Source: an optimization exercise on an open RTL-to-GDS flow (aim: small area and a short achievable clock period). Production flows keep margins and buffers that such runs may drop. Power figures rest on the tool's default switching activity, not on a simulated workload.

==> run Z <==
## design_1
module design_1
   (bias, bias_1, bias_2, bias_3, clk,
    in1, in1_1, in1_2, in1_3, in2, in2_1, in2_2, in2_3,
    in3, in3_1, in3_2, in3_3, in4, in4_1, in4_2, in4_3,
    mac, n_en, n_in, n_in_1, n_in_2, n_in_3,
    n_out, n_out_1, n_out_2, n_out_3,
    outen, outen_1, outen_2, outen_3, p_en,
    p_out, p_out_1, p_out_2, p_out_3, rst,
    wgh, wgh_1, wgh_2, wgh_3);
  input [15:0]bias;
  input [15:0]bias_1;
  input [15:0]bias_2;
  input [15:0]bias_3;
  input clk;
  input [15:0]in1;
  input [15:0]in1_1;
  input [15:0]in1_2;
  input [15:0]in1_3;
  input [15:0]in2;
  input [15:0]in2_1;
  input [15:0]in2_2;
  input [15:0]in2_3;
  input [15:0]in3;
  input [15:0]in3_1;
  input [15:0]in3_2;
  input [15:0]in3_3;
  input [15:0]in4;
  input [15:0]in4_1;
  input [15:0]in4_2;
  input [15:0]in4_3;
  input mac;
  input n_en;
  input [15:0]n_in;
  input [15:0]n_in_1;
  input [15:0]n_in_2;
  input [15:0]n_in_3;
  output [15:0]n_out;
  output [15:0]n_out_1;
  output [15:0]n_out_2;
  output [15:0]n_out_3;
  output outen;
  output outen_1;
  output outen_2;
  output outen_3;
  input p_en;
  output [15:0]p_out;
  output [15:0]p_out_1;
  output [15:0]p_out_2;
  output [15:0]p_out_3;
  input rst;
  input [15:0]wgh;
  input [15:0]wgh_1;
  input [15:0]wgh_2;
  input [15:0]wgh_3;
  neuron neuron_0 (.clk(clk), .rst(rst), .en(n_en), .mac(mac),
    .n_in(n_in),   .wgh(wgh),   .bias(bias),   .n_out(n_out));
  neuron neuron_1 (.clk(clk), .rst(rst), .en(n_en), .mac(mac),
    .n_in(n_in_1), .wgh(wgh_1), .bias(bias_1), .n_out(n_out_1));
  neuron neuron_2 (.clk(clk), .rst(rst), .en(n_en), .mac(mac),
  ...
export LEC_CHECK = 0
export CAP_MARGIN = 20
export CORE_MARGIN = 2
export CORE_UTILIZATION = 40
export PLACE_DENSITY = 0.6
export SETUP_SLACK_MARGIN = 4.5
export SLEW_MARGIN = 20
create_clock -name core_clock -period 9.0 [get_ports {clk}]
standard.sh (not shown) runs the stock make flow with config.mk's settings and CLKGATE_MAP_FILE= SYNTH_SCRIPT=/design/flow/synth_recipe.tcl, a recipe that flattens the netlist after the stock synthesis.
==> flow/flow/run.sh <==
#!/bin/bash
# The standard layout, with the ports buffered by the smallest plain buffer
# (buffer_ports otherwise picks a clkdlybuf4s50_1 delay cell for every port).
set -euo pipefail
export BUFFER_PORTS_ARGS="-buffer_cell sky130_fd_sc_hd__buf_1"
bash standard.sh > standard.log 2>&1
==> inputs of run B, as changes to run Z <==
--- a/flow/design.v
+++ b/flow/design.v
@@ -71,19 +71,17 @@
   input [15:0] bias,
   input clk,
   input en,
   input rst,
   input mac,
   output [15:0] n_out
 );
   reg [14:0] a, b;       
-  reg        ts;         
-  reg [14:0] th0, th1;   
-  reg        tci;        
+  reg [15:0] temp;       
   reg [15:0] sum;
   reg        tsum;       
   reg [14:0] nout;
   function [29:0] prefix15(input [14:0] g, input [14:0] p);
     reg [14:0] G, P, Gn, Pn;
     integer i, k;
     begin
       G = g; P = p;
@@ -93,23 +91,18 @@
           Gn[i] = G[i] | (P[i] & G[i-k]);
           Pn[i] = P[i] & P[i-k];
         end
         G = Gn; P = Pn;
       end
       prefix15 = {P, G};
     end
   endfunction
-  wire [14:0] ph0, ph1;
-  wire        pci;
-  mul15x15_cs mul (.a(a), .b(b), .hi0(ph0), .hi1(ph1), .ci(pci));
-  wire [14:0] tp = th0 ^ th1;
-  wire [14:0] tg = (th0 & th1) | {14'd0, tp[0] & tci};
-  wire [29:0] tc = prefix15(tg, tp);
-  wire [15:0] temp = {ts, tp ^ {tc[13:0], tci}};
+  wire [21:0] prod;
+  mul15x15_lo22 mul (.a(a), .b(b), .p(prod));
   wire [15:0] x  = mac ? bias : temp;
   wire [14:0] sm = sum[14:0];
   wire [14:0] xm = x[14:0];
   wire [14:0] pd = sm ^ ~xm;
   wire [29:0] d  = prefix15(sm & ~xm, pd);
   wire [14:0] gd = d[14:0], ad = d[29:15];
   wire        gt = gd[14];
   wire        eq = ad[14];
@@ -117,27 +110,26 @@
   wire [14:0] pa = sm ^ xm;
   wire [29:0] s  = prefix15(sm & xm, pa);
   wire [15:0] add = {s[14], pa ^ {s[13:0], 1'b0}};
   wire        same = sum[15] == x[15];
   wire [15:0] nsum = same ? {sum[15], (tsum == sum[15]) ? add[14:0] : 15'h7f80}
                           : {gt ? sum[15] : x[15], dif};
   always @(posedge clk) begin
     if (rst) begin
-      b <= 0; ts <= 0; th0 <= 0; th1 <= 0; tci <= 0; sum <= 0; tsum <= 0; nout <= 0;
+      b <= 0; temp <= 0; sum <= 0; tsum <= 0; nout <= 0;
     end else if (en) begin
       tsum <= sum[15] ^ x[15] ^ add[15];
       if (!eq) sum <= nsum;
       if (mac) begin
         nout <= sum[15] ? 15'd0 : sum[14:0];
       end else begin
         a <= n_in[14:0];
         b <= wgh[14:0];
-        ts <= n_in[15] ^ wgh[15];
-        th0 <= ph0; th1 <= ph1; tci <= pci;
+        temp <= {n_in[15] ^ wgh[15], prod[21:7]};
       end
     end
   end
   assign n_out = {1'b0, nout};
 endmodule
 module pooling(
   input clk,
   input [15:0] in1,
@@ -156,17 +148,17 @@
   wire s4 = ~(s1 | s2 | s3);
   wire v  = en && in1 != 0;
   wire [15:0] m = ({16{s1}} & in1) | ({16{s2}} & in2) | ({16{s3}} & in3) | ({16{s4}} & in4);
   always @(posedge clk) begin
     outen <= en;
     p_out <= v ? m : 16'd0;
   end
 endmodule
-module mul15x15_cs(input [14:0] a, input [14:0] b, output [14:0] hi0, output [14:0] hi1, output ci);
+module mul15x15_lo22(input [14:0] a, input [14:0] b, output [21:0] p);
   wire pp0_0 = a[0] & b[0];
   wire pp0_1 = a[1] & b[0];
   wire pp0_2 = a[2] & b[0];
   wire pp0_3 = a[3] & b[0];
   wire pp0_4 = a[4] & b[0];
   wire pp0_5 = a[5] & b[0];
   wire pp0_6 = a[6] & b[0];
   wire pp0_7 = a[7] & b[0];
@@ -678,13 +670,10 @@
   wire s158 = c115 ^ s138 ^ c137;
   wire c158 = (c115 & s138) | (c115 & c137) | (s138 & c137);
   wire s159 = s119 ^ c138 ^ s139;
   wire c159 = (s119 & c138) | (s119 & s139) | (c138 & s139);
   wire s160 = s121 ^ c139 ^ s140;
   wire c160 = (s121 & c139) | (s121 & s140) | (c139 & s140);
   wire [21:0] r0 = {c159, s159, c157, c156, c155, c154, c153, c152, c151, c150, c149, c148, c147, c146, c145, c144, c143, c142, c141, pp2_0, pp0_1, pp0_0};
   wire [21:0] r1 = {s160, c158, s158, s157, s156, s155, s154, s153, s152, s151, s150, s149, s148, s147, s146, s145, s144, s143, s142, s141, pp1_0, 1'b0};
-  wire [6:0] lg = r0[6:0] & r1[6:0], lp = r0[6:0] ^ r1[6:0];
-  assign ci = (lg[6]) | (lg[5] & lp[6]) | (lg[4] & lp[5] & lp[6]) | (lg[3] & lp[4] & lp[5] & lp[6]) | (lg[2] & lp[3] & lp[4] & lp[5] & lp[6]) | (lg[1] & lp[2] & lp[3] & lp[4] & lp[5] & lp[6]) | (lg[0] & lp[1] & lp[2] & lp[3] & lp[4] & lp[5] & lp[6]);
-  assign hi0 = r0[21:7];
-  assign hi1 = r1[21:7];
+  assign p = r0 + r1;
 endmodule
SETUP_SLACK_MARGIN = unset   (was 4.5)
==> qor summary <==
                                                                       run Z                    run B
Status                                               complete, no violations  complete, no violations
Cell-internal power                                                  5684 µW                  4958 µW
Total CTS buffers                                                         61                       54
Tightest slew margin relative to the limit                            0.1574                   0.2646
Die height                                                          375.1 µm                 364.9 µm
Critical path origin                                         neuron_1.th1[0]            neuron_1.a[0]
Sequential Power Share                                                 0.257                    0.254
Combinational power                                                  4480 µW                  4060 µW
Total instance count after detailed placement                           8624                     8286
Initial detailed-routing violation count                                3031                     3368
Post-synth design cell area                                        55070 µm²                52110 µm²
Worst setup timing slack at the placement stage                     2.892 ns                 2.791 ns
Number of storage elements in the synthesis netlist                      441                      377
Final wirelength                                                    180.8 mm                 167.4 mm
No run of this note included a check of the RTL's function; only the layout flow was run.

port drivers added, routing unchanged:
The results above use ideal ports. As a check the final layouts listed here were re-extracted and re-timed, cells and wires unchanged. Step 1: set_driving_cell puts a clkbuf_16 on clk and a buf_2 on each other input, an assumption about the parent block. Step 2, shift: input delay + t, output delay - t, t = (earliest + latest rising clock arrival at the registers) / 2. This alone moves slack from input paths to output paths. Slacks: ideal / step 1 / step 2; pairs: ideal / step 1.
run | t, ns | slack for setup (ns) | hold slack, ns | pins driven straight from the clock port
run Z | 0.760 | 4.258 / 4.258 / 3.646 | 0.458 / 0.458 / 0.458 | 1
run B | 0.727 | 3.020 / 3.020 / 2.699 | 0.448 / 0.448 / 0.448 | 1
After both steps setup and hold are still met in every run listed. For run Z, which loses most, drivers alone change the setup slack by 0.000 ns; drivers and shift together by -0.612 ns.
